What follows belongs to an exercise in optimizing a design on an open flow for small area; a production flow would make more cautious choices.
The RTL was checked by simulation tests, not by an equivalence proof against the original design.

build 57:
// con_5x5
module con_5x5(
	input rst_n,
	input clk,
	input ena,
	input [15:0] data,
	output reg valid,
	output reg finish,
	output [15:0] result
	);
	reg [3:0] core_num;
	reg [7:0] pics_num;
	reg [1:0] pics_num_add;
	always @(posedge clk or negedge rst_n) begin
		if (!rst_n) begin
			core_num <= 4'h0;
			pics_num <= 8'h0;
			pics_num_add <= 2'b00;
			finish <= 1'b0;
		end
		else if (ena) begin
			if (core_num < 4'h9)
				core_num <= core_num + 1'b1;
			else if (core_num == 4'h9) begin
				pics_num <= pics_num + 1'b1;
				if (pics_num > 8'h8)
					pics_num_add <= (pics_num_add == 2'd3) ? 2'd1 : pics_num_add + 1'b1;
			end
		end
		else if (pics_num > 8'h50 && pics_num < 8'h55) begin
			pics_num <= pics_num + 1'b1;
			case (pics_num_add)
				2'd3: pics_num_add <= 2'd1;
				2'd2: pics_num_add <= 2'd3;
				2'd1: pics_num_add <= 2'd2;
				default: pics_num_add <= 2'd0;
			endcase
			finish <= (pics_num == 8'h54);
		end
		else begin
			pics_num <= 8'h0;
			pics_num_add <= 2'd0;
			core_num <= 4'h9;
			finish <= 1'b0;
		end
	end
	always @(posedge clk or negedge rst_n) begin
		if (!rst_n) valid <= 1'b0;
		else valid <= (pics_num_add == 2'd3);
	end
	reg [15:0] kr [0:2][0:2];
	reg [1:0] kph;
	wire kload = ena && (core_num < 4'h9);
	integer q;
	always @(posedge clk) begin
		for (q = 0; q < 3; q = q + 1) begin
			kr[q][0] <= kr[q][1];
			kr[q][1] <= kr[q][2];
			kr[q][2] <= (kload && core_num >= 3*q && core_num < 3*q+3) ? data : kr[q][0];
		end
		kph <= (kload && core_num == 4'd8) ? 2'd0 : (kph == 2'd0) ? 2'd1 : (kph == 2'd1) ? 2'd2 : 2'd0;
	end
	reg [15:0] b0, b1, b2;
	always @(posedge clk) begin
		b0 <= data;
		b1 <= b0;
		b2 <= b1;
	end
	wire mv = (pics_num_add == 2'd3) ? (pics_num <= 8'd81)
		: (pics_num == 8'd3 || pics_num == 8'd6 || pics_num == 8'd9);
	wire mdown = (pics_num == 8'd24 || pics_num == 8'd39 || pics_num == 8'd54 || pics_num == 8'd69);
	wire mleft = (pics_num >= 8'd27 && pics_num <= 8'd36) || (pics_num >= 8'd57 && pics_num <= 8'd66);
	reg [15:0] pr [0:2][0:2];
	reg [1:0] wo;
	wire [15:0] nw [0:2];
	assign nw[0] = b2;
	assign nw[1] = b1;
	assign nw[2] = b0;
	wire mh = mv && !mdown;                  
	reg [1:0] wo_n;
	always @(*) begin
		wo_n = wo;
		if (pics_num == 8'd3)    
			wo_n = 2'd0;
		else if (mh) begin
			if (mleft)
				wo_n = (wo == 2'd0) ? 2'd1 : (wo == 2'd1) ? 2'd2 : 2'd0;
			else
  ...
Size: about 3800 cells after synthesis, about 370 flip-flops, about 37 I/O pins.
==> flow/config.mk <==
export PLATFORM = sky130hd
export DESIGN_NAME = con_5x5
export DESIGN_NICKNAME = con_5x5
export VERILOG_FILES = /design/flow/design.v
export SDC_FILE = /design/flow/constraint.sdc
export NUM_CORES = 4
export LEC_CHECK = 0
export ABC_AREA = 1
export CAP_MARGIN = 20
export CORE_MARGIN = 2
export CORE_UTILIZATION = 40
export CTS_CLUSTER_DIAMETER = 150
export CTS_CLUSTER_SIZE = 20
export SLEW_MARGIN = 20
==> flow/constraint.sdc <==
create_clock -name core_clock -period 14.0 [get_ports {clk}]
set_input_delay 2.8000 -clock core_clock [delete_from_list [all_inputs] [get_ports {clk}]]
set_output_delay 2.8000 -clock core_clock [all_outputs]
set_load 0.01 [all_outputs]
run.sh (not shown) runs the stock make flow with config.mk's settings and CLKGATE_MAP_FILE= SYNTH_SCRIPT=/design/flow/synth_recipe.tcl, a recipe that flattens the netlist after the stock synthesis.
Every stage of the flow completed for build 57, and the final layout passed the timing, DRC and antenna checks.
Input changes introduced in build 98 (baseline for comparison: build 57):
- CTS_ARGS newly set to -sink_clustering_enable -repair_clock_nets -sink_clustering_size 14 -sink_clustering_max_diameter 100 -buf_list sky130_fd_sc_hd__clkbuf_8 -dont_use_dummy_load
- BUFFER_PORTS_ARGS newly set to -buffer_cell sky130_fd_sc_hd__buf_1
- CTS_CLUSTER_DIAMETER changed from 150 to 100
- CTS_CLUSTER_SIZE changed from 20 to 14
- CTS_BUF_LIST newly set to sky130_fd_sc_hd__clkbuf_8
==> flow/flow/run.sh (new file) <==
#!/bin/bash
# Standard layout, except that the port buffers ORFS inserts before global
# placement are the smallest buffer (buf_1) instead of the default choice,
# and clock tree synthesis adds no dummy loads.
set -e
printf '\nexport BUFFER_PORTS_ARGS = -buffer_cell sky130_fd_sc_hd__buf_1\n' >> config.mk
printf 'export CTS_ARGS = -sink_clustering_enable -repair_clock_nets -sink_clustering_size 14 -sink_clustering_max_diameter 100 -buf_list sky130_fd_sc_hd__clkbuf_8 -dont_use_dummy_load\n' >> config.mk
bash standard.sh > standard.log 2>&1
==> flow/standard.sh (new file) <==
#!/bin/bash
# synth_recipe.tcl (not shown) runs the flow's synth.tcl, then flattens the netlist and writes it again
# the make line also repeats each setting of config.mk as NAME=value (left out here)
make -C /OpenROAD-flow-scripts/flow DESIGN_CONFIG=/design/flow/config.mk WORK_HOME=/design/flow/orfs CLKGATE_MAP_FILE= SYNTH_SCRIPT=/design/flow/synth_recipe.tcl "${@:-finish}"
removed: flow/run.sh
Notes after the runs:
Of build 57 and build 98, the run reporting the higher number of global-route vias before repair was build 98.
Comparing the two runs side by side, build 98 comes out ahead of build 57 on post-route cell area.
Input-level comparison between build 68 and build 98:
- CTS_ARGS: -sink_clustering_enable -repair_clock_nets -sink_clustering_size 14 -sink_clustering_max_diameter 100 -buf_list sky130_fd_sc_hd__clkbuf_8 -dont_use_dummy_load -> unset
- BUFFER_PORTS_ARGS: -buffer_cell sky130_fd_sc_hd__buf_1 -> unset
==> flow/run.sh (new file) <==
#!/bin/bash
# synth_recipe.tcl (not shown) runs the flow's synth.tcl, then flattens the netlist and writes it again
# the make line also repeats each setting of config.mk as NAME=value (left out here)
make -C /OpenROAD-flow-scripts/flow DESIGN_CONFIG=/design/flow/config.mk WORK_HOME=/design/flow/orfs CLKGATE_MAP_FILE= SYNTH_SCRIPT=/design/flow/synth_recipe.tcl finish
removed: flow/flow/run.sh
removed: flow/standard.sh
Results
- [compare] base=build 98 new=build 68: number of clock buffers in the layout went up by about 10%; post-synthesis to final-layout area growth went up by 1.3 points; count of inverters not on the clock network in the layout was more or less identical.
- Against build 98, the final cell area of build 68 is higher.
- ~same post-detailed-routing wire length in build 68 and build 98
- Max minimum setup slack in the final design across build 68 and build 98: build 68
- Build 68: final core utilization higher than build 98
diff inputs: build 68 => build 3
- an added BUFFER_PORTS_ARGS of -buffer_cell sky130_fd_sc_hd__buf_1
==> flow/flow/run.sh (new file) <==
#!/bin/bash
# Standard layout, except that the port buffers ORFS inserts before global
# placement are the smallest buffer (buf_1) instead of the default choice.
set -e
export BUFFER_PORTS_ARGS="-buffer_cell sky130_fd_sc_hd__buf_1"
printf '\nexport BUFFER_PORTS_ARGS = -buffer_cell sky130_fd_sc_hd__buf_1\n' >> config.mk
bash standard.sh > standard.log 2>&1
==> flow/standard.sh (new file) <==
#!/bin/bash
# synth_recipe.tcl (not shown) runs the flow's synth.tcl, then flattens the netlist and writes it again
# the make line also repeats each setting of config.mk as NAME=value (left out here)
make -C /OpenROAD-flow-scripts/flow DESIGN_CONFIG=/design/flow/config.mk WORK_HOME=/design/flow/orfs CLKGATE_MAP_FILE= SYNTH_SCRIPT=/design/flow/synth_recipe.tcl "${@:-finish}"
removed: flow/run.sh
## What came out
- Build 68 and build 3 ended up with nearly the same cell row count.
- Placer congestion estimate shrinks by a few percent when moving from build 68 to build 3.

==> what the ideal ports hide <==
The flow's constraints put no driver on any port. The routed layouts listed below were extracted and timed again, unchanged, in two steps.
Step 1, drivers: a clkbuf_16 drives clk and a buf_2 each remaining input, both assumed.
Step 2 adds t to the input delays and takes it off the output delays; t is the mean of the earliest and latest rising clock arrival at the registers after step 1. Input paths then give back, and output paths get back, about the clock's delay inside the block.
Three values: ideal, step 1, step 2; two values: the first two.
| run | t, ns | setup slack, ns | pins driven straight from the clock port |
|---|---|---|---|
| build 57 | 0.612 | 0.839 / 0.839 / 0.839 | 1 |
| build 98 | 0.680 | 0.765 / 0.765 / 0.765 | 1 |
| build 68 | 0.662 | 0.859 / 0.859 / 0.859 | 1 |
| build 3 | 0.703 | 0.811 / 0.811 / 0.811 | 1 |
After both steps every run listed still meets setup and hold.
